Context: an optimization exercise on an open-source flow, tuned for small area and a short achievable clock period. The choices shown serve that exercise and are no tape-out recipe.
The RTL was checked by simulation tests, not by an equivalence proof against the original design.
The clock cells of run 5 come from the design's own scripts or RTL, not from TritonCTS.
The clock input has no modelled driver; a real chip could not lean on it and would need a root buffer or a full tree.
Power is estimated from default activity; no workload was simulated.

===== flow/design.v =====
module lab9(input clk,
            input reset,
            input give_valid,
            input [13:0]Intake,
            output [13:0]UpPrime,
            output [13:0]LowPrime,
            output out_valid);
localparam INIT = 2'd0, STEP = 2'd1, TEST = 2'd2, DIV = 2'd3;
reg        busy;        
reg        done;
reg        dir;         
reg [1:0]  phase;
reg [13:0] up;
reg [13:0] dn;
reg [1:0]  m3;          
reg [2:0]  k;           
reg [4:0]  idx;         
reg [6:0]  r;           
reg        qf;          
assign out_valid = done;
assign UpPrime   = up;
assign LowPrime  = dn;
wire [223:0] ptab = {{10{7'd30}},
                     7'd30, 7'd38, 7'd44, 7'd48, 7'd54, 7'd56, 7'd60, 7'd66,
                     7'd68, 7'd74, 7'd80, 7'd84, 7'd86, 7'd90, 7'd96, 7'd98,
                     7'd104, 7'd108, 7'd110, 7'd114, 7'd116, 7'd120, 7'd122};
wire [6:0] pn = ptab[idx * 7 +: 7];    
wire [13:0] c = dir ? dn : up;
reg [1:0] pair;
always @(*) begin
    case (k)
        3'd0: pair = c[1:0];
        3'd1: pair = c[3:2];
        3'd2: pair = c[5:4];
        3'd3: pair = c[7:6];
        3'd4: pair = c[9:8];
        3'd5: pair = c[11:10];
        default: pair = c[13:12];
    endcase
end
function [8:0] subp(input [7:0] a, input [6:0] bn);  
    integer i;
    reg cy;
    reg [7:0] b;
    reg [7:0] d;
    begin
        b  = {1'b1, bn};
        cy = 1'b1;
        for (i = 0; i < 8; i = i + 1) begin
            d[i] = a[i] ^ b[i] ^ cy;
            cy   = (a[i] & b[i]) | ((a[i] ^ b[i]) & cy);
        end
        subp = {cy, d};
    end
endfunction
wire [8:0] t   = {r, pair};
wire [8:0] s1  = subp(t[8:1], pn);
wire       ge2 = s1[8];
wire [7:0] t1  = ge2 ? {s1[6:0], t[0]} : t[7:0];
wire [8:0] s2  = subp(t1, pn);
wire       ge1 = s2[8];
wire [6:0] rn  = ge1 ? s2[6:0] : t1[6:0];
wire k0        = (k == 3'd0);
wire last_div  = (idx == 5'd22);
wire composite = (rn == 7'd0) & (qf | ge2);
wire reject = ~c[0] | ((m3 == 2'd0) & (|c[13:2]));
wire advance = (phase == STEP) | ((phase == TEST) & reject) |
               ((phase == DIV) & k0 & composite);
wire found   = (phase == DIV) & k0 & ~composite & last_div;
wire [1:0] m3_step = dir ? ((m3 == 2'd0) ? 2'd2 : m3 - 2'd1)
                         : ((m3 == 2'd2) ? 2'd0 : m3 + 2'd1);
wire [2:0] m3_sum  = {1'b0, m3} + {1'b0, pair};
wire [1:0] m3_pass = (m3_sum >= 3'd3) ? m3_sum[1:0] - 2'd3 : m3_sum[1:0];
wire adv_up = advance & ~dir;
wire adv_dn = advance & dir;
reg [13:0] up_inc, dn_dec;
integer j;
reg cu, cd;
always @(*) begin
    cu = adv_up;
    cd = adv_dn;
    for (j = 0; j < 14; j = j + 1) begin
        up_inc[j] = up[j] ^ cu;
        cu        = cu & up[j];
        dn_dec[j] = dn[j] ^ cd;
        cd        = cd & ~dn[j];
    end
end
always @(posedge clk or posedge reset) begin
    if (reset) begin
        busy <= 1'b0;
        done <= 1'b0;
    end else if (give_valid) begin
        busy <= 1'b1;
        done <= 1'b0;
    end else if (busy & found & dir) begin
        busy <= 1'b0;
        done <= 1'b1;
    end
end
always @(posedge clk) begin
    up <= give_valid ? Intake : up_inc;
    dn <= give_valid ? Intake : dn_dec;
end
always @(posedge clk) begin
    if (give_valid) begin
        dir   <= 1'b0;
        phase <= INIT;
        k     <= 3'd6;
        m3    <= 2'd0;
    end else begin
        case (phase)
            INIT: begin
                m3 <= m3_pass;
                k  <= k - 3'd1;
                if (k0) phase <= STEP;
            end
            STEP: begin
                m3    <= m3_step;
                phase <= TEST;
            end
            TEST: begin
                if (reject) begin
                    m3 <= m3_step;
                end else begin
                    phase <= DIV;
                    k     <= 3'd5;
                end
            end
            default: begin  
                if (!k0) begin
                    k <= k - 3'd1;
                end else if (composite) begin
                    m3    <= m3_step;
                    phase <= TEST;
                end else if (last_div) begin
                    dir   <= 1'b1;
                    phase <= INIT;
                    k     <= 3'd6;
                    m3    <= 2'd0;
                end else begin
                    k <= 3'd5;
                end
            end
        endcase
    end
end
always @(posedge clk) begin
    if (phase != DIV) begin
        idx <= 5'd0;
        qf  <= 1'b0;
        r   <= {5'd0, c[13:12]};
    end else if (!k0) begin
        r  <= rn;
        qf <= qf | ge1 | ge2;
    end else begin
        idx <= idx + 5'd1;
        qf  <= 1'b0;
        r   <= {5'd0, c[13:12]};
    end
end
endmodule

===== flow/flow/run.sh =====
#!/bin/bash
# Layout flow: the standard ORFS flow (standard synthesis unchanged), with
#  - port buffers of a small plain buffer cell instead of the default delay cell,
#  - clock tree synthesis without dummy load cells, using small clock buffers.
# The ORFS output goes to flow.log; each ORFS step keeps its own log under orfs/logs.
set -uo pipefail
export BUFFER_PORTS_ARGS="-buffer_cell sky130_fd_sc_hd__buf_1"
export CTS_ARGS="-sink_clustering_enable -repair_clock_nets -dont_use_dummy_load -buf_list sky130_fd_sc_hd__clkbuf_8"
bash standard.sh > flow.log 2>&1

===== flow/standard.sh =====
#!/bin/bash
# synth_recipe.tcl (not shown) runs the flow's synth.tcl, then flattens the netlist and writes it again
# the make line also repeats each setting of config.mk as NAME=value (left out here)
make -C /OpenROAD-flow-scripts/flow DESIGN_CONFIG=/design/flow/config.mk WORK_HOME=/design/flow/orfs CLKGATE_MAP_FILE= SYNTH_SCRIPT=/design/flow/synth_recipe.tcl "${@:-finish}"

===== flow/config.mk =====
export PLATFORM = sky130hd
export DESIGN_NAME = lab9
export DESIGN_NICKNAME = lab9
export VERILOG_FILES = /design/flow/design.v
export SDC_FILE = /design/flow/constraint.sdc
export NUM_CORES = 4
export LEC_CHECK = 0
export ABC_AREA = 1
export CAP_MARGIN = 20
export CORE_MARGIN = 2
export CORE_UTILIZATION = 70
export PLACE_DENSITY = 0.8
export SLEW_MARGIN = 20

===== flow/constraint.sdc =====
create_clock -name core_clock -period 120.0 [get_ports {clk}]
set_input_delay 24.0000 -clock core_clock [delete_from_list [all_inputs] [get_ports {clk}]]
set_output_delay 24.0000 -clock core_clock [all_outputs]
set_load 0.01 [all_outputs]

==> run summary, run 1 <==
share of synthesized registers carrying an async set or reset under 10%; worst min-delay path category reg2reg; flip-flop and latch count after synthesis 51; worst clock skew 34.6 ps; post-route minimum period about 25000 ps; count of pins on the block boundary 46; total clock buffers created by CTS 5; final setup fails 0; Hold Violations, Final 0; antenna violations before repair 0; horizontal extent of the die a little under 80 µm; clock transition time at the flip-flop clock pins of the worst setup and hold paths ~90 ps; highest fanout seen on the critical path 4; WL/cell between 10 and 15 µm; count of buffers inserted at the top-level ports 45; count of nets after finishing approximately 630; number of clock sinks 51; Final Core Density between 70% and 80%; growth of design area from synthesis to finish 6.95%; CP required about 96000 ps; DR iter-0 viols between 200 and 300; unrepaired setup endpoints after global routing false; vias after detailed routing ~3300; buffering stage count on the worst path with inverters included 1; register area share after synthesis between 20% and 30%; count of mapped cells out of synthesis 514; clock network latency to the later pin of the worst-skew pair approximately 320 ps; kind of start point of the critical path flop; top cell family by delay on the critical path flip-flops; run status timing/DRC/antenna clean; static power due to leakage slightly above 2 nW; Overflow after GRT 0; Max Cap Viol 0; via count of the first global-routing pass between 3000 and 4000; setup bufs post-CTS 0; sort of element at the end of the critical path output pin; largest stage delay on the critical path about 420 ps; data arrival time of the critical path 900 ps; max-slew violation count 0; site row count 26; DRC violation count after routing 0; worst-path cell chain buf_1; count of placed standard cells in the final layout, fillers left out roughly 620; combined global-route utilization of all metal layers 29.1%; Clk Tree Root Cell clkbuf_8; maximum number of pins on one net before global-route repair 33; initial core utilization 72.5%; Worst Tran Pin Value roughly 740 ps; DP Wirelength 6410 µm; highest-count cells in the layout ignoring fill and taps nand2_1, inv_1, dfxtp_1, ha_1, buf_1; die area ~5900 µm²; share of cells above drive strength 1 about 6.9%; number of nets still failing antenna checks after routing 0; Clock Path Buffers 2; TritonCTS clock tree yes; fraction of the cycle the final worst path needs between 20% and 30%; detail-routed via count per cell roughly 5.3; Total Power between 0.00007 and 0.00008 W; Synth Warn # 1; setup tns final 0 ps; cell count after placement 618; Floorplan Core Area around 5000 µm²; Max IR drop VDD slightly above 9 µV; antenna fix cells 0; highest clock rate 40.2 MHz; total power density per cell area ~19 nW/µm²; count of cells resized by post-cts repair 0; final weighted congestion in routability-driven placement 0.905; count of hold-fix buffers inserted at cts 0; number of iterations in the first detailed-routing pass 5; cell area after synthesis between 3000 and 4000 µm²; Crit-path slowest cell dfxtp_1; total nets after synthesis 590; Yosys cell types 36; type of the worst setup path reg2out; Detailed Route WL approximately 8000 µm; count of flip-flops with a built-in enable after synthesis 0; H-Tree Level Count 2; global-route wire length before repair roughly 14000 µm; hold slack approximately 480 ps; most used flip-flop cell after synthesis dfxtp_1; headroom to the max-slew limit between 50% and 60%; vertical extent of the die ~77 µm; Mean Syn Cell Area approximately 7.3 µm²; leading cell type in the layout, fill and taps excluded nand2_1
[registers in the layout (all words and copies together) (netlist names)]
name   flops
dn        14
up        14
r          7
idx        5
k          3
m3         2
phase      2
busy       1
dir        1
done       1
qf         1
[logic make-up (layout without fill, tap and decap cells)]
group,Yosys count,count (layout),synth area share (%)
simple gates,256,256,30.5
flops,51,51,27.7
mux,1,1,0.302
compound gates,67,67,9.97
fa+ha+maj,59,59,22.4
buf+inv,79,118,8.93
xor+xnor,1,1,0.235
[cells in the mapped netlist, drive strengths merged, types with 4 or more instances]
library cell / count / area share, %
nand3: 24 / 4.1
nand4: 4 / 0.67
fa: 13 / 7.0
clkbuf: 7 / 0.70
o211ai: 4 / 0.81
buf: 5 / 1.3
nand2: 179 / 19
nor3: 9 / 1.2
a21oi: 20 / 2.7
dfxtp: 49 / 26
o21ai: 34 / 4.7
nor2: 38 / 4.7
inv: 67 / 6.9
ha: 46 / 15
[power breakdown]
| group | switching, W | leakage [nW] | internal, W |
|---|---|---|---|
| Sequential | 0.00000188 | 0.430 | 0.0000190 |
| Clock | 0.00000540 | 0.0359 | 0.00000378 |
| Combinational | 0.0000284 | 1.57 | 0.0000173 |
| Total | 0.0000357 | 2.04 | 0.0000401 |
[final cells by class]
class                           instances  area, µm²
Timing Repair Buffer                   46        176
Sequential cell                        51       1030
Inverter                               67        259
Multi-Input combinational cell        384       2360
Fill cell                             439       1150
Clock buffer                            5       68.8
Tap cell                               70       87.6
[through the flow]
step / instance area (µm²) / setup WS [ps]
floorplan: 3730 / 95430
global placement: 3920 / 94860
detailed placement: 3920 / 94830
CTS: 3990 / 95110
global route: 3990 / 94960
finish: 3990 / 95100
[metal layers]
metal	vias to the layer above	GRT usage, %	routed length, µm
li1	1711	-	-
met5	-	0	0
met3	16	5.53	417
met1	1515	37.9	3680
met4	0	7.14	102
met2	89	50.2	3830
[final timing paths]
path                            startpoint           end  slack (ps)  cells after the start
worst min-delay path                  busy          busy         480                      2
worst min register to register        busy          busy         480                      2
worst max register to register        k[0]        dn[13]      109150                     51
max in group asynchronous            reset          busy       96370                      2
min in group asynchronous            reset          busy       23520                      2
worst max-delay path                dn[13]  LowPrime[13]       95100                      1
==> run 2, diff against run 1 <==
--- a/flow/config.mk
+++ b/flow/config.mk
@@ -5,7 +5,6 @@
 export SDC_FILE = /design/flow/constraint.sdc
 export NUM_CORES = 4
 export LEC_CHECK = 0
-export ABC_AREA = 1
 export CAP_MARGIN = 20
 export CORE_MARGIN = 2
 export CORE_UTILIZATION = 70
==> run summary, run 2 <==
run status timing/DRC/antenna clean; clock transition time at the flip-flop clock pins of the worst setup and hold paths 100 ps; total power density per cell area ~16 nW/µm²; Total Power around 0.00006 W; global-route wire length before repair between 10000 and 15000 µm; growth of design area from synthesis to finish 6.66%; DRC violation count after routing 0; count of nets after finishing between 500 and 600; count of mapped cells out of synthesis a little over 400; Mean Syn Cell Area 8.84 µm²; DR iter-0 viols just under 200; count of cells resized by post-cts repair 0; switching share of total power about 40%; antenna violations before repair 0; Hold Violations, Final 0; max-slew violation count 0; cell count after placement just over 500; highest clock rate roughly 40 MHz; count of buffers inserted at the top-level ports 45; leading cell type in the layout, fill and taps excluded dfxtp_1; list of most frequent post-synthesis cells dfxtp_1, ha_1, inv_1, nor2_1, nand2_1; count of fill cells added during filler insertion between 300 and 400; number of iterations in the first detailed-routing pass 5; Simple-Gate Fraction of Synth Area between 10% and 20%; Synth Warn # 1; worst min-delay path category reg2reg; worst-path cell chain buf_1, buf_4, inv_1, o21ai_0, a41oi_2, o21a_1; largest stage delay on the critical path about 400 ps; final setup fails 0; sequential group share of total power 34.2%; fraction of the cycle the final worst path needs around a fifth; cell area after synthesis 3660 µm²; data arrival time of the critical path between 20000 and 30000 ps; share of synthesized registers carrying an async set or reset 3.92%; count of hold-fix buffers inserted at cts 0; most used flip-flop cell after synthesis dfxtp_1; clock network latency to the later pin of the worst-skew pair 310 ps; Finished Cell Area just under 4000 µm²; setup bufs post-CTS 0; top cell family by delay on the critical path buffers and inverters; count of pins on the block boundary 46; Max IR drop VDD roughly 7.9 µV; post-route minimum period approximately 25000 ps; mux cell area share after synthesis 8.00%; share of synthesized cell area in full adder, half adder and majority cells ~23%; final weighted congestion in routability-driven placement slightly above 0.9; largest registers in the final layout dn: 14 flops, up: 14 flops, r: 7 flops; flip-flop and latch count after synthesis 51; horizontal extent of the die between 70 and 80 µm; Floorplan Core Area ~5100 µm²; antenna fix cells 0; detail-routed via count per cell just over 6; Worst Tran Pin Value 929 ps; H-Tree Level Count 2; via count of the first global-routing pass between 3000 and 4000; initial core utilization between 70 and 80%; sort of element at the end of the critical path flop; Max Cap Viol 0; number of nets still failing antenna checks after routing 0; top post-synthesis cells by area dfxtp_1, ha_1, fa_1; total clock buffers created by CTS 5; Synth area leader dfxtp_1; count of placed standard cells in the final layout, fillers left out 516; site row count 26; setup tns final 0 ps; DP Wirelength 6270 µm; buffering stage count on the worst path with inverters included 3; type of the worst setup path in2reg; Overflow after GRT 0; share of cells above drive strength 1 5.61%; combined global-route utilization of all metal layers a little under 30%; post-synthesis compound-gate area fraction 16.8%; Switch Pwr ~0.000024 W; unrepaired setup endpoints after global routing false; Post-Synth XOR/XNOR Area around 1.9%; vertical extent of the die 76.3 µm; vias after detailed routing just over 3000; Detailed Route WL 8160 µm; highest fanout seen on the critical path between 40 and 50; register area share after synthesis 28.2%; static power due to leakage 1.64 nW; Clk Tree Root Cell clkbuf_8; highest-count cells in the layout ignoring fill and taps dfxtp_1, ha_1, buf_1, inv_1, nor2_1; WL/cell 15.8 µm; CP required ~120000 ps; die area between 5000 and 6000 µm²; count of flip-flops with a built-in enable after synthesis 0; Int Pwr about 0.000036 W; combinational family with the most area after synthesis adder cells; headroom to the max-slew limit between 30% and 40%; power share of the combinational group around 50%; maximum number of pins on one net before global-route repair between 40 and 50; top-count cell post-synth dfxtp_1; clock share of power ~15%; TritonCTS clock tree yes; post-detailed-placement cell area between 3000 and 4000 µm²; kind of start point of the critical path input port; Clock Path Buffers 2; number of clock sinks around 50; Yosys cell types 56; area fraction of the dominant cell type after synthesis between 20% and 30%; total nets after synthesis 490; Crit-path slowest cell inv_1; worst clock skew about 17 ps
run 2: changes by cell type in the layout (fill, tap and decap cells not counted), moves of 5 or more:
cell      delta
nand2_4      -5
nor4_1       +6
mux2_2       +6
mux2i_1     +12
inv_1       -20
nand2_1    -137
nand2_2      -7
a21oi_1      +8
nand3_1     -15
nand2b_1     +6
xnor2_1      +7
and2_1       +5
run 2: logic make-up after synthesis:
group | count (synthesis)
buffers and inverters | 62
XOR/XNOR | 8
AND/OR/NAND/NOR | 116
adder cells (fa/ha/maj) | 59
AO/OA/AOI/OAI | 95
flip-flops | 51
multiplexers | 23
run 2: per-layer routing:
layer | vias to the layer above | GRT usage (%) | wire length [µm]
met4 | 0 | 9.82 | 191
met3 | 19 | 4.98 | 401
li1 | 1514 | - | -
met5 | - | 0 | 0
met2 | 99 | 51.8 | 4050
met1 | 1484 | 36.9 | 3510
run 2: final cells by class:
| class | count | area [µm²] | area share [%] |
|---|---|---|---|
| multi-input combinational | 301 | 2380 | 60.9 |
| clock buffer | 5 | 68.8 | 1.76 |
| inverter | 43 | 161 | 4.13 |
| tap | 70 | 87.6 | 2.24 |
| timing repair buffer | 46 | 176 | 4.52 |
| sequential | 51 | 1030 | 26.4 |
run 2: per-stage QoR:
stage / utilization (%) / hold WS (ps) / worst slack (ps)
final: 76.9 / 489 / 95050
after global routing: 76.9 / 501 / 94960
after CTS: 76.9 / 488 / 95050
after detailed placement: 75.6 / 465 / 94740
after global placement: 75.6 / 448 / 94800
after floorplan: - / 433 / 95300
run 2: power groups by stage:
| stage | clock, W | combinational, W | sequential [W] |
|---|---|---|---|
| finish | 0.00000934 | 0.0000305 | 0.0000208 |
| detailed placement | 0 | 0.0000301 | 0.0000211 |
| global placement | 0 | 0.0000288 | 0.0000210 |
| global route | 0.00000994 | 0.0000352 | 0.0000210 |
| floorplan | 0 | 0.0000239 | 0.0000207 |
| CTS | 0.00000928 | 0.0000304 | 0.0000207 |
run 2: worst register-to-register path: cells and delay by family (launching register included):
family | cells | cell delay, ps
AOI/OAI and AO/OA | 5 | 1250
xor gates and xnor gates | 2 | 310
adders and majority gates | 25 | 6600
buffers and inverters | 1 | 70
DFF | 1 | 930
muxes | 2 | 750
and+or+nand+nor | 6 | 2360
run 2: path summary, 6_finish.rpt:
| check | cells past startpoint | start | slack (ps) | to |
|---|---|---|---|---|
| max in group asynchronous | 2 | reset | 96390 | busy |
| worst max register to register | 41 | dir | 107610 | up[13] |
| worst max-delay path | 6 | give_valid | 95050 | k[0] |
| worst min register to register | 2 | qf | 490 | qf |
| worst min-delay path | 2 | qf | 490 | qf |
| min in group asynchronous | 2 | reset | 23510 | busy |
==> run 3, diff against run 2 <==
==> flow/flow/run.sh (replaced) <==
#!/bin/bash
# Layout flow: the standard ORFS flow (standard synthesis unchanged), with
#  - port buffers of a small plain buffer cell instead of the default delay cell,
#  - the clock buffered by a single clkbuf_16 (flow/pre_cts.tcl) before CTS.
# The ORFS output goes to flow.log; each ORFS step keeps its own log under orfs/logs.
set -uo pipefail
export BUFFER_PORTS_ARGS="-buffer_cell sky130_fd_sc_hd__buf_1"
export PRE_CTS_TCL="$PWD/flow/pre_cts.tcl"
export CTS_ARGS="-sink_clustering_enable -repair_clock_nets -dont_use_dummy_load -buf_list sky130_fd_sc_hd__clkbuf_8"
bash standard.sh > flow.log 2>&1
==> flow/flow/pre_cts.tcl (new file) <==
# Clock buffering done here instead of by TritonCTS: one clkbuf_16 between
# the clock port and every clock pin, placed at the centre of its sinks.
set block [ord::get_db_block]
set clk_net [$block findNet clk]
set master [[ord::get_db] findMaster sky130_fd_sc_hd__clkbuf_16]
set inst [odb::dbInst_create $block $master clkbuf_root]
set new_net [odb::dbNet_create $block clk_root]
$new_net setSigType CLOCK
set n 0; set sx 0; set sy 0
foreach iterm [$clk_net getITerms] {
  set i [$iterm getInst]
  if {[$i getName] eq "clkbuf_root"} { continue }
  set loc [$i getLocation]
  incr n; set sx [expr {$sx + [lindex $loc 0]}]; set sy [expr {$sy + [lindex $loc 1]}]
  $iterm disconnect
  $iterm connect $new_net
}
[$inst findITerm A] connect $clk_net
[$inst findITerm X] connect $new_net
$inst setLocation [expr {$sx / $n}] [expr {$sy / $n}]
$inst setPlacementStatus PLACED
puts "pre_cts: clkbuf_root drives $n clock pins"
--- a/flow/config.mk
+++ b/flow/config.mk
@@ -5,6 +5,7 @@
 export SDC_FILE = /design/flow/constraint.sdc
 export NUM_CORES = 4
 export LEC_CHECK = 0
+export ABC_AREA = 1
 export CAP_MARGIN = 20
 export CORE_MARGIN = 2
 export CORE_UTILIZATION = 70
==> run summary, run 3 <==
vertical extent of the die slightly below 80 µm; Floorplan Core Area between 5000 and 6000 µm²; register area share after synthesis between 20% and 30%; flip-flop and latch count after synthesis 51; list of most frequent post-synthesis cells nand2_1, inv_1, dfxtp_1, ha_1, nor2_1; DRC violation count after routing 0; clock transition time at the flip-flop clock pins of the worst setup and hold paths 90 ps; Mean Syn Cell Area 7.25 µm²; Max IR drop VDD about 9.3 µV; maximum number of pins on one net before global-route repair 33; share of cells above drive strength 1 between 7 and 8%; min setup slack post-route 95000 ps; top post-synthesis cells by area dfxtp_1, nand2_1, ha_1; highest clock rate around 40 MHz; worst clock skew approximately 36 ps; data arrival time of the critical path 1000 ps; unrepaired setup endpoints after global routing false; Switch Pwr between 0.00003 and 0.00004 W; worst-path cell chain buf_1; number of clock sinks 51; combinational family with the most area after synthesis simple AND/OR/NAND/NOR gates; clock network latency to the later pin of the worst-skew pair around 420 ps; total nets after synthesis 590; setup bufs post-CTS 0; share of synthesized registers carrying an async set or reset under 10%; Crit-path slowest cell dfxtp_1; final setup fails 0; area occupied by multi-input gates between 2000 and 2500 µm²; vias after detailed routing around 3300; die area between 5000 and 6000 µm²; horizontal extent of the die 77.0 µm; most used flip-flop cell after synthesis dfxtp_1; antenna violations before repair 0; fraction of the cycle the final worst path needs a little over a fifth; FF+latch area about 1000 µm²; Max Cap Viol 0; top-count cell post-synth nand2_1; WL/cell approximately 13 µm; count of mapped cells out of synthesis roughly 510; antenna fix cells 0; CP required roughly 96000 ps; count of placed standard cells in the final layout, fillers left out between 600 and 700; worst min-delay path category reg2reg; post-synthesis compound-gate area fraction around a tenth; count of cells resized by post-cts repair 0; Overflow after GRT 0; highest-count cells in the layout ignoring fill and taps nand2_1, inv_1, dfxtp_1, ha_1, buf_1; run status timing/DRC/antenna clean; count of hold-fix buffers inserted at cts 0; Simple-Gate Fraction of Synth Area between 30% and 40%; growth of design area from synthesis to finish 7.62%; Int Pwr 0.0000415 W; TritonCTS clock tree yes; global-route wire length before repair 14200 µm; static power due to leakage a little over 2 nW; sort of element at the end of the critical path output pin; site row count 26; DR iter-0 viols roughly 250; cell area after synthesis 3730 µm²; DP Wirelength 6410 µm; Hold Violations, Final 0; cell count after placement around 620; buffering stage count on the worst path with inverters included 1; number of iterations in the first detailed-routing pass 5; Detailed Route WL 8130 µm; initial core utilization between 70% and 80%; count of fill cells added during filler insertion about 440; combined global-route utilization of all metal layers ~29%; power share of the combinational group 59.3%; largest registers in the final layout dn: 14 flops, up: 14 flops, r: 7 flops; detail-routed via count per cell about 5.4; count of buffers inserted at the top-level ports 45; area fraction of the dominant cell type after synthesis 26.3%; Yosys cell types 36; headroom to the max-slew limit 50.5%; Post-Synth XOR/XNOR Area less than 1%; Worst Tran Pin Value between 700 and 800 ps; type of the worst setup path reg2out; number of nets still failing antenna checks after routing 0; count of nets after finishing roughly 630; share of synthesized cell area in full adder, half adder and majority cells roughly 22%; sequential group share of total power between 20% and 30%; total clock buffers created by CTS 5; kind of start point of the critical path flop; max-slew violation count 0; worst setup timing slack at the placement stage around 95000 ps; switching share of total power a little under half; Synth area leader dfxtp_1; setup tns final 0 ps; total power density per cell area approximately 19 nW/µm²; top cell family by delay on the critical path flip-flops; leading cell type in the layout, fill and taps excluded nand2_1; final weighted congestion in routability-driven placement approximately 0.9; Synth Warn # 1; highest fanout seen on the critical path 4; clock share of power between 10 and 15%; largest stage delay on the critical path roughly 420 ps; via count of the first global-routing pass 3147; count of flip-flops with a built-in enable after synthesis 0; count of pins on the block boundary 46; mux cell area share after synthesis less than 1%; post-route minimum period roughly 25000 ps
-- run 3: worst paths after layout --
| path | from | to | slack [ps] | cells after the start |
|---|---|---|---|---|
| worst max-delay path | dn[13] | LowPrime[13] | 95000 | 1 |
| worst min-delay path | busy | busy | 480 | 2 |
| worst max register to register | k[0] | dn[13] | 109100 | 51 |
| worst min register to register | busy | busy | 480 | 2 |
| max in group asynchronous | reset | busy | 96480 | 2 |
| min in group asynchronous | reset | busy | 23420 | 2 |
-- run 3: power groups by stage --
stage	Clock (W)	Combinational, W	Sequential, W
after floorplan	0	0.0000360	0.0000213
final	0.0000107	0.0000461	0.0000209
after global placement	0	0.0000431	0.0000211
after global routing	0.0000113	0.0000530	0.0000212
after CTS	0.0000108	0.0000456	0.0000209
after detailed placement	0	0.0000452	0.0000213
-- run 3: kinds of logic (layout without fill, tap and decap cells) --
kind of cell             Yosys count  after routing
flip-flops                        51             51
adder cells (fa/ha/maj)           59             59
AND/OR/NAND/NOR                  256            256
multiplexers                       1              1
buffers and inverters             79            119
XOR/XNOR                           1              1
AO/OA/AOI/OAI                     67             67
-- run 3: final cells by class, clock buffers not listed --
class                   count  share of cell area (%)
multi-input cells         384                    58.9
flip-flops and latches     51                    25.7
inverters                  67                    6.45
repair buffers             46                    4.40
well taps                  70                    2.18
plain buffers               1                   0.624
-- run 3: metrics by stage --
step / hold WS (ps) / area [µm²] / power (W) / utilization, %
finish: 479 / 4010 / 0.0000777 / 78.1
global route: 504 / 4010 / 0.0000855 / 78.1
CTS: 484 / 4010 / 0.0000773 / 78.1
detailed placement: 468 / 3920 / 0.0000665 / 76.2
global placement: 456 / 3920 / 0.0000642 / 76.2
floorplan: 442 / 3730 / 0.0000573 / -
-- run 3: metal layers --
metal / vias up / track usage, % / share of wire, %
met3: 9 / 4.12 / 5.5
met5: - / 0 / 0
met2: 97 / 51.1 / 48
met1: 1521 / 38.0 / 45
li1: 1717 / - / -
met4: 0 / 5.71 / 1.0
==> run 4, diff against run 3 <==
--- a/flow/flow/run.sh
+++ b/flow/flow/run.sh
@@ -6,5 +6,6 @@
 set -uo pipefail
 export BUFFER_PORTS_ARGS="-buffer_cell sky130_fd_sc_hd__buf_1"
 export PRE_CTS_TCL="$PWD/flow/pre_cts.tcl"
-export CTS_ARGS="-sink_clustering_enable -repair_clock_nets -dont_use_dummy_load -buf_list sky130_fd_sc_hd__clkbuf_8"
+export CLK_LEAF_BUF=sky130_fd_sc_hd__clkbuf_8
+export CTS_ARGS="-clk_nets clk -dont_use_dummy_load -buf_list sky130_fd_sc_hd__clkbuf_8"
 bash standard.sh > flow.log 2>&1
==> flow/flow/pre_cts.tcl (replaced) <==
# Clock buffering done here instead of by TritonCTS: the clock pins are split
# into four groups (halves by x, then each half by y, at the medians), and
# each group gets one clock buffer, placed at its centre and driven directly
# by the clock port.
set buf_cell $::env(CLK_LEAF_BUF)
set block [ord::get_db_block]
set clk_net [$block findNet clk]
set master [[ord::get_db] findMaster $buf_cell]
set sinks {}
foreach iterm [$clk_net getITerms] {
  set loc [[$iterm getInst] getLocation]
  lappend sinks [list $iterm [lindex $loc 0] [lindex $loc 1]]
}
proc halves {lst idx} {
  set s [lsort -integer -index $idx $lst]
  set h [expr {[llength $s] / 2}]
  return [list [lrange $s 0 [expr {$h - 1}]] [lrange $s $h end]]
}
set groups {}
foreach half [halves $sinks 1] {
  foreach q [halves $half 2] { lappend groups $q }
}
set g 0
foreach grp $groups {
  set inst [odb::dbInst_create $block $master clkbuf_leaf_$g]
  set net [odb::dbNet_create $block clk_leaf_$g]
  $net setSigType CLOCK
  set sx 0; set sy 0
  foreach s $grp {
    set iterm [lindex $s 0]
    $iterm disconnect
    $iterm connect $net
    set sx [expr {$sx + [lindex $s 1]}]; set sy [expr {$sy + [lindex $s 2]}]
  }
  set n [llength $grp]
  [$inst findITerm A] connect $clk_net
  [$inst findITerm X] connect $net
  $inst setLocation [expr {$sx / $n}] [expr {$sy / $n}]
  $inst setPlacementStatus PLACED
  puts "pre_cts: clkbuf_leaf_$g ($buf_cell) drives $n clock pins"
  incr g
}
==> run summary, run 4 <==
post-route minimum period ~25000 ps; initial core utilization 72.5%; clock transition time at the flip-flop clock pins of the worst setup and hold paths roughly 90 ps; count of flip-flops with a built-in enable after synthesis 0; number of iterations in the first detailed-routing pass 5; count of mapped cells out of synthesis roughly 510; buffering stage count on the worst path with inverters included 1; run status timing/DRC/antenna clean; Hold Violations, Final 0; kind of start point of the critical path flop; Max Cap Viol 0; post-detailed-placement cell area a little under 4000 µm²; unrepaired setup endpoints after global routing false; Crit-path slowest cell dfxtp_1; worst clock skew 19.2 ps; share of cells above drive strength 1 a little over 7%; number of nets still failing antenna checks after routing 0; most used flip-flop cell after synthesis dfxtp_1; WL/cell between 10 and 15 µm; vias after detailed routing 3375; DRC violation count after routing 0; horizontal extent of the die between 70 and 80 µm; clock network latency to the later pin of the worst-skew pair 400 ps; flip-flop and latch count after synthesis a little over 50; area fraction of the dominant cell type after synthesis between 20% and 30%; Finished Cell Area around 4000 µm²; leading cell type in the layout, fill and taps excluded nand2_1; antenna violations before repair 0; final weighted congestion in routability-driven placement 0.905; total nets after synthesis about 600; top post-synthesis cells by area dfxtp_1, nand2_1, ha_1; Critical Path End LowPrime[13]; count of cells resized by post-cts repair 0; die area ~5900 µm²; growth of design area from synthesis to finish 7.68%; TritonCTS clock tree yes; Floorplan Core Area roughly 5100 µm²; Overflow after GRT 0; vertical extent of the die approximately 77 µm; wire length on met3 413 µm; launching point of the worst reg2reg path k[0]; worst-path cell chain buf_1; total power density per cell area approximately 19 nW/µm²; Yosys cell types 36; highest fanout seen on the critical path 4; maximum number of pins on one net before global-route repair 33; depth of the worst register-to-register path slightly above 50; routed metal-1 wire length between 3000 and 4000 µm; setup tns final 0 ps; Final Core Density 78.1%; via count of the first global-routing pass around 3200; max-slew violation count 0; cell area after synthesis 3730 µm²; max layer used met4; top cell family by delay on the critical path flip-flops; worst setup slack for register-to-register paths about 110000 ps; total clock buffers created by CTS 3; Mean Syn Cell Area a little over 7 µm²; Max IR drop VDD roughly 15 µV; count of nets after finishing 633; CP required 96000 ps; Worst path depth 1; type of the worst setup path reg2out; Worst Tran Pin Value 743 ps; static power due to leakage ~2 nW; count of pins on the block boundary 46; DP Wirelength about 6400 µm; Synth Warn # 1; highest-count cells in the layout ignoring fill and taps nand2_1, inv_1, dfxtp_1, ha_1, buf_1; top-count cell post-synth nand2_1; data arrival time of the critical path 990 ps; fraction of the cycle the final worst path needs a little over a fifth; count of fill cells added during filler insertion ~450; destination of the worst register-to-register timing path dn[13]; DR iter-0 viols between 200 and 250; Detailed Route WL approximately 8000 µm; count of hold-fix buffers inserted at cts 0; launch point of the critical path dn[13]; met2 wirelength from detailed routing between 3000 and 4000 µm; antenna fix cells 0; largest stage delay on the critical path 420 ps; final setup fails 0; list of most frequent post-synthesis cells nand2_1, inv_1, dfxtp_1, ha_1, nor2_1; combined global-route utilization of all metal layers ~29%; detail-routed via count per cell about 5.4; sort of element at the end of the critical path output pin; worst min-delay path category reg2reg; worst setup timing slack at the placement stage 94830 ps; min setup slack post-route between 90000 and 100000 ps; setup bufs post-CTS 0; largest registers in the final layout dn: 14 flops, up: 14 flops, r: 7 flops; site row count 26; headroom to the max-slew limit slightly above 50%; register area share after synthesis 27.7%; global-route wire length before repair about 14000 µm; share of synthesized registers carrying an async set or reset 3.92%; highest clock rate approximately 40 MHz; count of buffers inserted at the top-level ports 45; Synth area leader dfxtp_1
[run 4: cell count changes in the layout (fill, tap and decap cells not counted), sizes merged]
cell	change
clkbuf	+1
[run 4: final cells by class, clock buffers not listed]
cell class	count	area [µm²]	area share [%]
tap	70	87.6	2.18
timing repair buffer	46	176	4.39
sequential	51	1030	25.7
multi-input combinational	384	2360	58.9
inverter	67	259	6.45
buffer	4	55.1	1.37
[run 4: worst min-delay path by stage]
stage	startpoint	endpoint	slack [ps]	depth (start not counted)
2_1_floorplan	busy	busy	440	2
5_1_grt	busy	busy	510	2
3_5_place_dp	busy	busy	470	2
3_3_place_gp	busy	busy	460	2
4_1_cts	busy	busy	490	2
6_report	busy	busy	480	2
[run 4: metrics by stage]
step / cells / total power, W / hold slack (ps)
detailed placement: 618 / 0.0000665 / 468
global placement: 618 / 0.0000642 / 456
CTS: 625 / 0.0000773 / 490
floorplan: 514 / 0.0000573 / 442
global route: 625 / 0.0000853 / 511
finish: 625 / 0.0000776 / 484
[run 4: layer usage]
metal	vias to the layer above	track usage, %
li1	1718	-
met1	1536	37.7
met2	109	49.9
met3	12	3.65
met4	0	6.43
met5	-	0
[run 4: cell families after synthesis]
| family | synth area share (%) |
|---|---|
| AO/OA/AOI/OAI | 9.97 |
| buffers and inverters | 8.93 |
| AND/OR/NAND/NOR | 30.5 |
| flip-flops | 27.7 |
| multiplexers | 0.302 |
| XOR/XNOR | 0.235 |
| adder cells (fa/ha/maj) | 22.4 |
[run 4: power breakdown]
part	internal [W]	switching, W
combinational	0.0000173	0.0000287
clock	0.00000521	0.00000558
sequential	0.0000190	0.00000187
[run 4: tightest hold or removal path: cells and delay by family (launching register included)]
family	cells	cell delay, ps
DFF	1	350
and+or+nand+nor	2	100
==> run 5, diff against run 4 <==
==> flow/flow/run.sh (replaced) <==
#!/bin/bash
# Layout flow: the standard ORFS flow (standard synthesis unchanged), with
#  - port buffers of a small plain buffer cell instead of the default delay cell,
#  - a clock tree of four leaf buffers built by flow/pre_cts.tcl instead of TritonCTS.
# The ORFS output goes to flow.log; each ORFS step keeps its own log under orfs/logs.
set -uo pipefail
export BUFFER_PORTS_ARGS="-buffer_cell sky130_fd_sc_hd__buf_1"
export PRE_CTS_TCL="$PWD/flow/pre_cts.tcl"
export CLK_LEAF_BUF=sky130_fd_sc_hd__clkbuf_8
export CTS_ARGS="-dont_use_dummy_load"
bash standard.sh > flow.log 2>&1
--- a/flow/flow/pre_cts.tcl
+++ b/flow/flow/pre_cts.tcl
@@ -40,3 +40,9 @@
   puts "pre_cts: clkbuf_leaf_$g ($buf_cell) drives $n clock pins"
   incr g
 }
+
+# The clock tree is complete: TritonCTS is not run on top of it.
+rename clock_tree_synthesis orfs_clock_tree_synthesis_unused
+proc clock_tree_synthesis {args} {
+  puts "pre_cts: clock tree built by flow/pre_cts.tcl; clock_tree_synthesis skipped"
+}
==> run summary, run 5 <==
run status timing/DRC/antenna clean; top cell family by delay on the critical path buffers and inverters; Synth Warn # 1; Mean Syn Cell Area 7.25 µm²; horizontal extent of the die ~77 µm; detail-routed via count per cell approximately 5.3; highest-count cells in the layout ignoring fill and taps nand2_1, inv_1, dfxtp_1, ha_1, buf_1; worst-path cell chain buf_1, buf_4, inv_1, o211ai_1; vertical extent of the die roughly 77 µm; antenna violations before repair 0; largest stage delay on the critical path between 500 and 600 ps; final setup fails 0; fraction of the cycle the final worst path needs between 20% and 30%; count of flip-flops with a built-in enable after synthesis 0; Worst path depth 4; die area around 5900 µm²; static power due to leakage 2.03 nW; flip-flop and latch count after synthesis 51; unrepaired setup endpoints after global routing false; share of cells above drive strength 1 6.70%; count of mapped cells out of synthesis approximately 510; count of hold-fix buffers inserted at cts 0; final weighted congestion in routability-driven placement slightly above 0.9; Final Core Density between 70 and 80%; data arrival time of the critical path 25010 ps; highest fanout seen on the critical path 32; depth of the worst register-to-register path 51; Worst Tran Pin Value between 700 and 800 ps; worst clock skew a little under 9 ps; initial core utilization between 70% and 80%; max-slew violation count 0; vias after detailed routing around 3300; number of iterations in the first detailed-routing pass 4; highest clock rate between 30 and 40 MHz; site row count 26; via count of the first global-routing pass 3158; growth of design area from synthesis to finish 6.58%; sort of element at the end of the critical path flop; depth of the worst hold-timing path 2; setup bufs post-CTS 0; CP required around 120000 ps; launching point of the worst reg2reg path k[0]; min setup slack post-route 94990 ps; global-route wire length before repair roughly 14000 µm; largest registers in the final layout dn: 14 flops, up: 14 flops, r: 7 flops; count of cells resized by post-cts repair 0; number of nets still failing antenna checks after routing 0; post-route minimum period approximately 25000 ps; register area share after synthesis 27.7%; share of synthesized registers carrying an async set or reset 3.92%; cell area after synthesis 3730 µm²; Hold Crit Start busy; kind of start point of the critical path input port; leading cell type in the layout, fill and taps excluded nand2_1; most used flip-flop cell after synthesis dfxtp_1; Crit-path slowest cell inv_1; Yosys cell types 36; total power density per cell area roughly 19 nW/µm²; Floorplan Core Area 5140 µm²; cell count after placement 618; count of pins on the block boundary between 40 and 50; Synth area leader dfxtp_1; DP Wirelength between 6000 and 7000 µm; DR iter-0 viols 190; combined global-route utilization of all metal layers 27.6%; clock network latency to the later pin of the worst-skew pair around 150 ps; setup tns final 0 ps; Max Cap Viol 0; count of buffers inserted at the top-level ports between 40 and 50; Hold Violations, Final 0; Overflow after GRT 0; total nets after synthesis 590; type of the worst setup path in2reg; launch point of the critical path give_valid; headroom to the max-slew limit 51.1%; DRC violation count after routing 0; clock transition time at the flip-flop clock pins of the worst setup and hold paths approximately 80 ps; maximum number of pins on one net before global-route repair 33; worst setup timing slack at the placement stage around 95000 ps; count of placed standard cells in the final layout, fillers left out 622; top post-synthesis cells by area dfxtp_1, nand2_1, ha_1; top-count cell post-synth nand2_1; antenna fix cells 0; buffering stage count on the worst path with inverters included 3; area fraction of the dominant cell type after synthesis 26.3%; count of nets after finishing 630; list of most frequent post-synthesis cells nand2_1, inv_1, dfxtp_1, ha_1, nor2_1; worst min-delay path category reg2reg; Detailed Route WL ~8000 µm; WL/cell between 10 and 15 µm; Max IR drop VDD roughly 14 µV
run 5: cell count changes in the layout (fill, tap and decap cells not counted), sizes merged:
cell	delta
clkbuf	-3
run 5: kinds of logic (layout without fill, tap and decap cells):
kind of cell,Yosys count,after routing,synth area share [%]
compound gates,67,67,9.97
xor+xnor,1,1,0.235
fa+ha+maj,59,59,22.4
buf+inv,79,117,8.93
flops,51,51,27.7
mux,1,1,0.302
simple gates,256,256,30.5
run 5: metal layers:
metal	wire, µm	vias up	global-route usage [%]
met3	383	12	1.41
met2	3810	93	49.5
met5	0	-	0
met1	3630	1507	37.9
met4	101	0	3.75
li1	-	1709	-
run 5: worst paths after layout:
path	endpoint	slack, ps
min in group asynchronous	busy	23660
setup / recovery	k[2]	94990
max in group asynchronous	busy	96240
hold reg to reg	busy	480
setup reg to reg	dn[13]	109140
hold / removal	busy	480
run 5: stage by stage:
| stage | hold slack, ps | total power [W] | area, µm² |
|---|---|---|---|
| finish | 483 | 0.0000742 | 3970 |
| global route | 511 | 0.0000819 | 3970 |
| CTS | 470 | 0.0000723 | 3970 |
| detailed placement | 468 | 0.0000665 | 3920 |
| global placement | 456 | 0.0000642 | 3920 |
| floorplan | 442 | 0.0000573 | 3730 |
run 5: where the power goes:
group	internal [W]	switching (W)	leakage (nW)
logic	0.0000173	0.0000286	1.57
clock network	0.00000306	0.00000438	0.0288
registers	0.0000190	0.00000186	0.430
run 5: layout make-up:
cell class	instances	area [µm²]
buffer	4	55.1
fill	452	1170
inverter	67	259
multi-input combinational	384	2360
sequential	51	1030
tap	70	87.6
timing repair buffer	46	176
run 5: worst reg2reg max path, delay by kind of cell, from the launching register on:
family,cells,cell delay [ps]
adders and majority gates,26,7460
and+or+nand+nor,16,1830
AOI/OAI and AO/OA,4,620
buffers and inverters,5,490
DFF,1,420
==> run 6, diff against run 5 <==
--- a/flow/design.v
+++ b/flow/design.v
@@ -61,16 +61,29 @@
 wire       ge1 = s2[8];
 wire [6:0] rn  = ge1 ? s2[6:0] : t1[6:0];
 wire k0        = (k == 3'd0);
+reg [2:0] k_dec;      
+always @(*) begin
+    case (k)
+        3'd7: k_dec = 3'd6;
+        3'd6: k_dec = 3'd5;
+        3'd5: k_dec = 3'd4;
+        3'd4: k_dec = 3'd3;
+        3'd3: k_dec = 3'd2;
+        3'd2: k_dec = 3'd1;
+        3'd1: k_dec = 3'd0;
+        default: k_dec = 3'd7;
+    endcase
+end
 wire last_div  = (idx == 5'd22);
 wire composite = (rn == 7'd0) & (qf | ge2);
 wire reject = ~c[0] | ((m3 == 2'd0) & (|c[13:2]));
 wire advance = (phase == STEP) | ((phase == TEST) & reject) |
                ((phase == DIV) & k0 & composite);
 wire found   = (phase == DIV) & k0 & ~composite & last_div;
-wire [1:0] m3_step = dir ? ((m3 == 2'd0) ? 2'd2 : m3 - 2'd1)
-                         : ((m3 == 2'd2) ? 2'd0 : m3 + 2'd1);
-wire [2:0] m3_sum  = {1'b0, m3} + {1'b0, pair};
-wire [1:0] m3_pass = (m3_sum >= 3'd3) ? m3_sum[1:0] - 2'd3 : m3_sum[1:0];
+wire [1:0] m3_inc  = {m3[0], ~m3[1] & ~m3[0]};
+wire [1:0] m3_dec  = {~m3[1] & ~m3[0], m3[1]};
+wire [1:0] m3_step = dir ? m3_dec : m3_inc;
+wire [1:0] m3_pass = (pair == 2'd1) ? m3_inc : (pair == 2'd2) ? m3_dec : m3;
 wire adv_up = advance & ~dir;
 wire adv_dn = advance & dir;
 reg [13:0] up_inc, dn_dec;
@@ -112,7 +125,7 @@
         case (phase)
             INIT: begin
                 m3 <= m3_pass;
-                k  <= k - 3'd1;
+                k  <= k_dec;
                 if (k0) phase <= STEP;
             end
             STEP: begin
@@ -129,7 +142,7 @@
             end
             default: begin  
                 if (!k0) begin
-                    k <= k - 3'd1;
+                    k <= k_dec;
                 end else if (composite) begin
                     m3    <= m3_step;
                     phase <= TEST;
==> flow/flow/run.sh (replaced) <==
#!/bin/bash
# Layout flow: the standard ORFS flow (standard synthesis unchanged), with
#  - port buffers of a small plain buffer cell instead of the default delay cell,
#  - clock tree synthesis without dummy load cells, using small clock buffers.
# The ORFS output goes to flow.log; each ORFS step keeps its own log under orfs/logs.
set -uo pipefail
export BUFFER_PORTS_ARGS="-buffer_cell sky130_fd_sc_hd__buf_1"
export CTS_ARGS="-sink_clustering_enable -repair_clock_nets -dont_use_dummy_load -buf_list sky130_fd_sc_hd__clkbuf_8"
bash standard.sh > flow.log 2>&1
--- a/flow/config.mk
+++ b/flow/config.mk
@@ -5,7 +5,6 @@
 export SDC_FILE = /design/flow/constraint.sdc
 export NUM_CORES = 4
 export LEC_CHECK = 0
-export ABC_AREA = 1
 export CAP_MARGIN = 20
 export CORE_MARGIN = 2
 export CORE_UTILIZATION = 70
removed: flow/flow/pre_cts.tcl
==> run summary, run 6 <==
Crit-path slowest cell dfxtp_1; post-route minimum period 24930 ps; fraction of the cycle the final worst path needs roughly 21%; site row count 26; count of nets after finishing about 510; Hold Violations, Final 0; Overflow after GRT 0; Clk Tree Root Cell clkbuf_8; run status timing/DRC/antenna clean; data arrival time of the critical path between 900 and 1000 ps; setup tns final 0 ps; highest-count cells in the layout ignoring fill and taps dfxtp_1, buf_1, inv_1, nor2_1, ha_1; flip-flop and latch count after synthesis 51; TritonCTS clock tree yes; global-route wire length before repair about 13000 µm; most used flip-flop cell after synthesis dfxtp_1; top post-synthesis cells by area dfxtp_1, ha_1, fa_1; count of mapped cells out of synthesis 406; sort of element at the end of the critical path output pin; number of nets still failing antenna checks after routing 0; Floorplan Core Area slightly above 5000 µm²; vias after detailed routing approximately 3100; die area 5740 µm²; count of buffers inserted at the top-level ports 45; Hold Crit Start busy; via count of the first global-routing pass 2805; Worst path depth 1; Synth area leader dfxtp_1; WL/cell 16.1 µm; highest clock rate approximately 40 MHz; DP Wirelength about 6400 µm; depth of the worst hold-timing path 1; depth of the worst register-to-register path between 40 and 50; Synth Warn # 1; total clock buffers created by CTS 5; Yosys cell types 58; buffering stage count on the worst path with inverters included 1; clock transition time at the flip-flop clock pins of the worst setup and hold paths 80 ps; min setup slack post-route 95070 ps; antenna fix cells 0; total power density per cell area roughly 13 nW/µm²; number of clock sinks between 50 and 60; largest stage delay on the critical path ~420 ps; CP required between 90000 and 100000 ps; area fraction of the dominant cell type after synthesis a little over a quarter; Worst Tran Pin Value approximately 800 ps; share of synthesized registers carrying an async set or reset 3.92%; H-Tree Level Count 2; Detailed Route WL approximately 8300 µm; worst clock skew 2.51 ps; largest registers in the final layout dn: 14 flops, up: 14 flops, r: 7 flops; top-count cell post-synth dfxtp_1; worst-path cell chain buf_1; leading cell type in the layout, fill and taps excluded dfxtp_1; final setup fails 0; top cell family by delay on the critical path flip-flops; growth of design area from synthesis to finish 7.46%; DRC violation count after routing 0; Mean Syn Cell Area between 8 and 9 µm²; unrepaired setup endpoints after global routing false; count of pins on the block boundary 46; type of the worst setup path reg2out; count of hold-fix buffers inserted at cts 0; kind of start point of the critical path flop; vertical extent of the die 75.8 µm; final weighted congestion in routability-driven placement 0.919; destination of the worst register-to-register timing path up[13]; maximum number of pins on one net before global-route repair 40; Clock Path Buffers 2; register area share after synthesis between 20% and 30%; share of cells above drive strength 1 7.69%; highest fanout seen on the critical path 4; Max IR drop VDD around 9.8 µV; cell area after synthesis ~3600 µm²; count of fill cells added during filler insertion around 400; list of most frequent post-synthesis cells dfxtp_1, inv_1, nor2_1, ha_1, nand2_1; max-slew violation count 0; Max Cap Viol 0; detail-routed via count per cell slightly above 6; worst setup slack for register-to-register paths 107580 ps; initial core utilization between 70% and 80%; headroom to the max-slew limit 45.2%; setup bufs post-CTS 0; horizontal extent of the die roughly 76 µm; hold worst-path end busy; number of iterations in the first detailed-routing pass 4; count of flip-flops with a built-in enable after synthesis 0; total nets after synthesis roughly 470; clock network latency to the later pin of the worst-skew pair about 300 ps; static power due to leakage about 1.6 nW; DR iter-0 viols between 150 and 200; combined global-route utilization of all metal layers just over 30%; worst min-delay path category reg2reg; antenna violations before repair 0; launching point of the worst reg2reg path dir; worst setup timing slack at the placement stage approximately 95000 ps; count of cells resized by post-cts repair 0
-- run 6: logic make-up (layout without fill, tap and decap cells) --
group | Yosys count | count (layout) | share of synthesized area [%]
and+or+nand+nor | 122 | 122 | 15.9
AOI/OAI and AO/OA | 97 | 97 | 19.1
buffers and inverters | 55 | 91 | 6.04
DFF | 51 | 51 | 28.6
adders and majority gates | 48 | 48 | 19.2
muxes | 26 | 26 | 9.48
xor gates and xnor gates | 7 | 7 | 1.70
-- run 6: final cells by class --
| cell class | count | area (µm²) | area share, % |
|---|---|---|---|
| well taps | 70 | 87.6 | 2.26 |
| repair buffers | 47 | 184 | 4.75 |
| clock buffers | 5 | 68.8 | 1.78 |
| multi-input cells | 300 | 2360 | 60.8 |
| inverters | 39 | 146 | 3.78 |
| flip-flops and latches | 51 | 1030 | 26.6 |
-- run 6: metrics by stage --
stage | utilization [%] | hold WS [ps] | power [W] | std cells | cell area (µm²)
2_1_floorplan | - | 441 | 0.0000360 | 406 | 3600
3_3_place_gp | 75.5 | 464 | 0.0000405 | 507 | 3800
3_5_place_dp | 75.5 | 486 | 0.0000411 | 507 | 3800
4_1_cts | 76.8 | 507 | 0.0000500 | 512 | 3870
5_1_grt | 76.8 | 526 | 0.0000534 | 512 | 3870
6_report | 76.8 | 508 | 0.0000501 | 512 | 3870
-- run 6: worst max-delay path by stage --
stage	start	endpoint	slack, ps
after global routing	give_valid	up[13]	95030
after CTS	up[9]	UpPrime[9]	95070
after floorplan	give_valid	dn[10]	95210
after detailed placement	give_valid	up[13]	94850
final	dn[13]	LowPrime[13]	95070
after global placement	give_valid	dn[13]	94890
-- run 6: routing by layer --
metal | GRT usage [%] | share of wire [%] | vias to the layer above
met5 | 0 | 0 | -
met4 | 8.97 | 1.5 | 0
met3 | 4.63 | 6.0 | 15
met2 | 50.9 | 49 | 107
met1 | 40.4 | 43 | 1466
li1 | - | - | 1514
-- run 6: power by group --
part / leakage [nW] / internal (W) / switching, W
Clock: 0.0359 / 0.00000377 / 0.00000523
Combinational: 1.16 / 0.00000877 / 0.0000115
Sequential: 0.430 / 0.0000184 / 0.00000235
Total: 1.63 / 0.0000310 / 0.0000191
==> run 7, diff against run 6 <==
--- a/flow/config.mk
+++ b/flow/config.mk
@@ -5,6 +5,7 @@
 export SDC_FILE = /design/flow/constraint.sdc
 export NUM_CORES = 4
 export LEC_CHECK = 0
+export ABC_AREA = 1
 export CAP_MARGIN = 20
 export CORE_MARGIN = 2
 export CORE_UTILIZATION = 70
==> run summary, run 7 <==
run status timing/DRC/antenna clean; Mean Syn Cell Area 6.98 µm²; depth of the worst hold-timing path 2; leading cell type in the layout, fill and taps excluded nand2_1; Crit-path slowest cell clkinv_1; DR iter-0 viols between 100 and 150; headroom to the max-slew limit 53.0%; worst setup timing slack at the placement stage 94680 ps; highest fanout seen on the critical path 34; sort of element at the end of the critical path flop; count of fill cells added during filler insertion roughly 380; total clock buffers created by CTS 5; worst-path cell chain buf_1, buf_4, clkinv_1, nand2_1, nor2_1; met1 demand-to-capacity share in global routing 32.3%; share of synthesized cell area in full adder, half adder and majority cells 20.1%; fraction of the cycle the final worst path needs 20.8%; WL/cell about 12 µm; total nets after synthesis approximately 560; post-route minimum period 25010 ps; buffering stage count on the worst path with inverters included 3; FF+latch area between 1000 and 1500 µm²; setup tns final 0 ps; register area share after synthesis a little under a third; antenna fix cells 0; share of cells above drive strength 1 4.14%; global-route wire length before repair roughly 12000 µm; flip-flop and latch count after synthesis between 50 and 60; H-Tree Level Count 2; unrepaired setup endpoints after global routing false; top cell family by delay on the critical path buffers and inverters; via count of the first global-routing pass 2985; highest-count cells in the layout ignoring fill and taps nand2_1, inv_1, dfxtp_1, nor2_1, buf_1; type of the worst setup path in2reg; max-slew violation count 0; count of pins on the block boundary 46; worst min-delay path category reg2reg; list of most frequent post-synthesis cells nand2_1, inv_1, dfxtp_1, nor2_1, o21ai_0; cell area after synthesis approximately 3400 µm²; DP Wirelength 5750 µm; hold worst-path end busy; detail-routed via count per cell approximately 5.3; die area 5470 µm²; combinational family with the most area after synthesis simple AND/OR/NAND/NOR gates; launch point of the critical path give_valid; count of buffers inserted at the top-level ports 45; count of nets after finishing 599; total power density per cell area 16.2 nW/µm²; Hold Violations, Final 0; clock transition time at the flip-flop clock pins of the worst setup and hold paths ~80 ps; highest clock rate 40.0 MHz; final weighted congestion in routability-driven placement 0.888; largest stage delay on the critical path roughly 540 ps; site row count 25; Max Cap Viol 0; area fraction of the dominant cell type after synthesis 28.6%; Clock Path Buffers 2; count of flip-flops with a built-in enable after synthesis 0; most used flip-flop cell after synthesis dfxtp_1; Hold Crit Start busy; Detailed Route WL 7200 µm; Simple-Gate Fraction of Synth Area between 30% and 40%; vertical extent of the die 74.0 µm; maximum number of pins on one net before global-route repair 35; DRC violation count after routing 0; min setup slack post-route roughly 95000 ps; Overflow after GRT 0; final setup fails 0; top post-synthesis cells by area dfxtp_1, nand2_1, ha_1; largest registers in the final layout dn: 14 flops, up: 14 flops, r: 7 flops; number of nets still failing antenna checks after routing 0; TritonCTS clock tree yes; count of hold-fix buffers inserted at cts 0; growth of design area from synthesis to finish 8.07%; met2 Resource Use GR between 50% and 60%; combined global-route utilization of all metal layers 28.6%; launching point of the worst reg2reg path dir; Synth Warn # 1; Clk Tree Root Cell clkbuf_8; number of clock sinks 51; destination of the worst register-to-register timing path up[13]; highest-utilization routing layer at the global route stage met2; post-synthesis compound-gate area fraction a little over a tenth; share of synthesized registers carrying an async set or reset 3.92%; horizontal extent of the die approximately 74 µm; top-count cell post-synth nand2_1; data arrival time of the critical path roughly 25000 ps; Worst Tran Pin Value about 700 ps; number of iterations in the first detailed-routing pass 5; Post-Synth XOR/XNOR Area less than 1%; worst setup slack for register-to-register paths ~110000 ps; initial core utilization roughly 73%; area occupied by multi-input gates 2100 µm²; vias after detailed routing 3188; clock network latency to the later pin of the worst-skew pair approximately 300 ps; static power due to leakage ~1.8 nW; kind of start point of the critical path input port; Synth area leader dfxtp_1; Yosys cell types 34; global routing met3 resource utilization under 10%; depth of the worst register-to-register path 48; CP required ~120000 ps; mux cell area share after synthesis 0%; setup bufs post-CTS 0; worst clock skew ~7.5 ps; count of cells resized by post-cts repair 0; antenna violations before repair 0; Floorplan Core Area approximately 4700 µm²; count of mapped cells out of synthesis between 400 and 500; Max IR drop VDD between 9 and 10 µV
-- run 7: cell types whose count changed after synthesis, moves of 6 or more --
cell,before,now
nand2_2,0,7
xnor2_1,7,1
nor3_1,12,6
o21ai_0,28,41
nand2_1,32,149
nand2b_1,7,0
nor2_1,39,48
nand3_1,2,21
mux2i_1,9,0
mux2_2,11,0
inv_1,39,61
-- run 7: worst max path at each step --
| stage | to | slack (ps) | cells past startpoint |
|---|---|---|---|
| floorplan | up[10] | 95130 | 5 |
| global placement | m3[0] | 94700 | 5 |
| detailed placement | m3[1] | 94680 | 5 |
| CTS | m3[1] | 94990 | 5 |
| global route | up[1] | 94850 | 5 |
| finish | m3[1] | 94990 | 5 |
-- run 7: kinds of logic (layout without fill, tap and decap cells) --
family,after synthesis,after routing
buf+inv,74,115
flops,51,51
xor+xnor,1,1
fa+ha+maj,48,48
simple gates,246,246
compound gates,71,71
-- run 7: report_power, final --
part	switching (W)	internal [W]
Combinational	0.0000195	0.0000113
Sequential	0.00000169	0.0000189
Clock	0.00000507	0.00000377
-- run 7: stage by stage --
stage	total power, W	cells	instance area (µm²)	hold slack, ps	util, %
3_5_place_dp	0.0000510	594	3640	464	77.0
4_1_cts	0.0000601	599	3700	486	78.4
3_3_place_gp	0.0000499	594	3640	461	77.0
2_1_floorplan	0.0000443	491	3430	443	-
5_1_grt	0.0000661	599	3700	550	78.4
6_report	0.0000602	599	3700	491	78.4
-- run 7: per-layer routing --
layer / vias up / wire length, µm / share of wire, %
met1: 1432 / 3030 / 42
li1: 1648 / - / -
met3: 23 / 315 / 4.4
met5: - / 0 / 0
met4: 0 / 206 / 2.9
met2: 85 / 3650 / 51
-- run 7: area by class of cell --
class	instances	share of cell area [%]
tap	67	2.26
clock buffer	5	1.86
multi-input combinational	366	56.8
inverter	64	6.48
sequential	51	27.8
timing repair buffer	46	4.76
-- run 7: worst register-to-register path, delay by kind of cell, from the launching register on --
kind / cells / cell delay [ps]
buffers and inverters: 4 / 560
XOR/XNOR: 1 / 130
AO/OA/AOI/OAI: 3 / 530
flip-flops: 1 / 780
AND/OR/NAND/NOR: 15 / 1590
adder cells (fa/ha/maj): 25 / 7010
==> run 8, diff against run 7 <==
--- a/flow/design.v
+++ b/flow/design.v
@@ -76,7 +76,7 @@
 end
 wire last_div  = (idx == 5'd22);
 wire composite = (rn == 7'd0) & (qf | ge2);
-wire reject = ~c[0] | ((m3 == 2'd0) & (|c[13:2]));
+wire reject = (|c[13:2]) & (~c[0] | (m3 == 2'd0));
 wire advance = (phase == STEP) | ((phase == TEST) & reject) |
                ((phase == DIV) & k0 & composite);
 wire found   = (phase == DIV) & k0 & ~composite & last_div;
==> run summary, run 8 <==
run status timing/DRC/antenna clean; power share of the combinational group around a third; count of buffers inserted at the top-level ports 45; total clock buffers created by CTS 5; Max Cap Viol 0; combined global-route utilization of all metal layers about 29%; highest-count cells in the layout ignoring fill and taps nand2_1, inv_1, dfxtp_1, buf_1, nor2_1; count of cells resized by post-cts repair 0; sort of element at the end of the critical path flop; min setup slack post-route approximately 95000 ps; initial core utilization roughly 74%; worst setup timing slack at the placement stage approximately 95000 ps; final weighted congestion in routability-driven placement about 0.9; die area about 5600 µm²; global-route wire length before repair ~13000 µm; antenna fix cells 0; max-slew violation count 0; Crit-path slowest cell clkinv_1; Hold Violations, Final 0; Switch Pwr roughly 0.000015 W; Worst Tran Pin Value between 700 and 800 ps; top-count cell post-synth nand2_1; Floorplan Core Area between 4000 and 5000 µm²; DP Wirelength just under 6000 µm; area fraction of the dominant cell type after synthesis 27.7%; count of mapped cells out of synthesis approximately 500; site row count 25; Synth area leader dfxtp_1; count of nets after finishing roughly 600; type of the worst setup path in2reg; sequential group share of total power 45.7%; vertical extent of the die about 75 µm; count of flip-flops with a built-in enable after synthesis 0; highest fanout seen on the critical path 34; clock network latency to the later pin of the worst-skew pair 300 ps; Yosys cell types 42; leading cell type in the layout, fill and taps excluded nand2_1; detail-routed via count per cell 5.30; Detailed Route WL approximately 7400 µm; Overflow after GRT 0; switching share of total power between 30 and 40%; Clock Path Buffers 2; total nets after synthesis around 560; number of iterations in the first detailed-routing pass 5; count of pins on the block boundary 46; number of clock sinks 51; Max IR drop VDD about 8.2 µV; H-Tree Level Count 2; setup bufs post-CTS 0; final setup fails 0; Synth Warn # 1; share of cells above drive strength 1 roughly 7.1%; via count of the first global-routing pass around 3000; most used flip-flop cell after synthesis dfxtp_1; DR iter-0 viols about 180; clock transition time at the flip-flop clock pins of the worst setup and hold paths 80 ps; total power density per cell area about 11 nW/µm²; worst clock skew about 15 ps; largest stage delay on the critical path 560 ps; setup tns final 0 ps; top post-synthesis cells by area dfxtp_1, nand2_1, ha_1; worst min-delay path category reg2reg; Int Pwr about 0.000027 W; cell area after synthesis 3540 µm²; CP required 120190 ps; WL/cell 12.3 µm; unrepaired setup endpoints after global routing false; maximum number of pins on one net before global-route repair 35; flip-flop and latch count after synthesis 51; vias after detailed routing 3175; count of fill cells added during filler insertion roughly 390; Mean Syn Cell Area 7.21 µm²; horizontal extent of the die 75.1 µm; kind of start point of the critical path input port; count of hold-fix buffers inserted at cts 0; DRC violation count after routing 0; headroom to the max-slew limit between 50% and 60%; share of synthesized registers carrying an async set or reset 3.92%; list of most frequent post-synthesis cells nand2_1, inv_1, dfxtp_1, nor2_1, o21ai_0; clock share of power a little over a fifth; register area share after synthesis between 20% and 30%; Final Core Density 79.5%; post-route minimum period 25030 ps; highest clock rate ~40 MHz; number of nets still failing antenna checks after routing 0; static power due to leakage ~1.9 nW; worst-path cell chain buf_1, buf_4, clkinv_1, nand2_1, nor2_1; largest registers in the final layout dn: 14 flops, up: 14 flops, r: 7 flops; growth of design area from synthesis to finish 7.42%; Clk Tree Root Cell clkbuf_8; data arrival time of the critical path 25220 ps; fraction of the cycle the final worst path needs a little over a fifth; antenna violations before repair 0; TritonCTS clock tree yes
[run 8: routing by layer]
metal  GRT usage (%)  wire (µm)  up-vias
met1            35.3       3330     1437
li1                -          -     1644
met4            7.94         89        0
met3            4.69        311       10
met5               0          0        -
met2            51.4       3650       84
[run 8: metrics by stage]
step	instance area (µm²)	instances	total power, W	hold slack, ps
floorplan	3540	491	0.0000299	443
global placement	3730	594	0.0000326	489
detailed placement	3730	594	0.0000333	501
CTS	3800	599	0.0000421	521
global route	3800	599	0.0000452	548
finish	3800	599	0.0000420	521
[run 8: final timing paths]
| check | from | depth (start not counted) | slack, ps | to |
|---|---|---|---|---|
| setup / recovery | give_valid | 5 | 94970 | k[0] |
| hold / removal | busy | 2 | 520 | busy |
| setup reg to reg | dir | 49 | 109120 | dn[13] |
| hold reg to reg | busy | 2 | 520 | busy |
| max in group asynchronous | reset | 2 | 96380 | busy |
| min in group asynchronous | reset | 2 | 23510 | done |
[run 8: cell families (layout without fill, tap and decap cells)]
| kind of cell | after synthesis | in the layout | synth area share (%) |
|---|---|---|---|
| fa+ha+maj | 48 | 48 | 19.5 |
| simple gates | 247 | 247 | 31.5 |
| flops | 51 | 51 | 29.1 |
| xor+xnor | 1 | 1 | 0.247 |
| buf+inv | 75 | 116 | 8.77 |
| compound gates | 69 | 69 | 10.9 |
[run 8: area by class of cell]
cell class	count	area (µm²)	share of cell area, %
clock buffers	5	68.8	1.81
inverters	65	244	6.42
multi-input cells	365	2200	57.8
flip-flops and latches	51	1030	27.1
well taps	67	83.8	2.20
repair buffers	46	176	4.64
[run 8: power groups by stage]
stage	clock network, W	registers, W	logic [W]
2_1_floorplan	0	0.0000198	0.0000101
3_3_place_gp	0	0.0000195	0.0000131
3_5_place_dp	0	0.0000196	0.0000137
4_1_cts	0.00000910	0.0000192	0.0000138
5_1_grt	0.00000984	0.0000193	0.0000160
6_report	0.00000895	0.0000192	0.0000138
[run 8: critical path: cells and delay by family]
family	cells	cell delay, ps
and+or+nand+nor	2	290
buffers and inverters	3	920

==> afterwards: timing with drivers on the ports <==
How much do the figures lean on ideal ports? The routed layouts below were timed once more, with nothing changed but the port constraints. Step 1 (the two cells are an assumption about what drives the block):
set clk [get_ports {clk}]
set_driving_cell -lib_cell sky130_fd_sc_hd__clkbuf_16 $clk
set_driving_cell -lib_cell sky130_fd_sc_hd__buf_2 [delete_from_list [all_inputs] $clk]
Step 2, shift: input delay + t, output delay - t, t = (earliest + latest rising clock arrival at the registers) / 2. This alone moves slack from input paths to output paths. a / b / c = ideal ports / drivers / drivers and shift; a / b = the first two.
run | t, ns | setup slack, ns | slew at the worst register clock pin (ns) | cell pins on the clock port's net
run 1 | 0.329 | 95.103 / 95.073 / 94.824 | 0.11 / 0.11 | 1
run 2 | 0.331 | 95.049 / 95.054 / 94.728 | 0.10 / 0.10 | 1
run 3 | 0.439 | 94.998 / 94.966 / 94.821 | 0.10 / 0.10 | 1
run 4 | 0.416 | 95.014 / 94.984 / 94.824 | 0.09 / 0.09 | 1
run 5 | 0.200 | 94.992 / 95.029 / 94.829 | 0.09 / 0.09 | 4
run 6 | 0.326 | 95.067 / 95.039 / 94.821 | 0.08 / 0.08 | 1
run 7 | 0.325 | 94.994 / 94.999 / 94.675 | 0.08 / 0.08 | 1
run 8 | 0.324 | 94.966 / 94.970 / 94.646 | 0.10 / 0.10 | 1
After both steps every run listed still meets setup and hold. The setup slack of run 2, which loses most, moves by +0.005 ns with the drivers and by -0.321 ns with both steps.
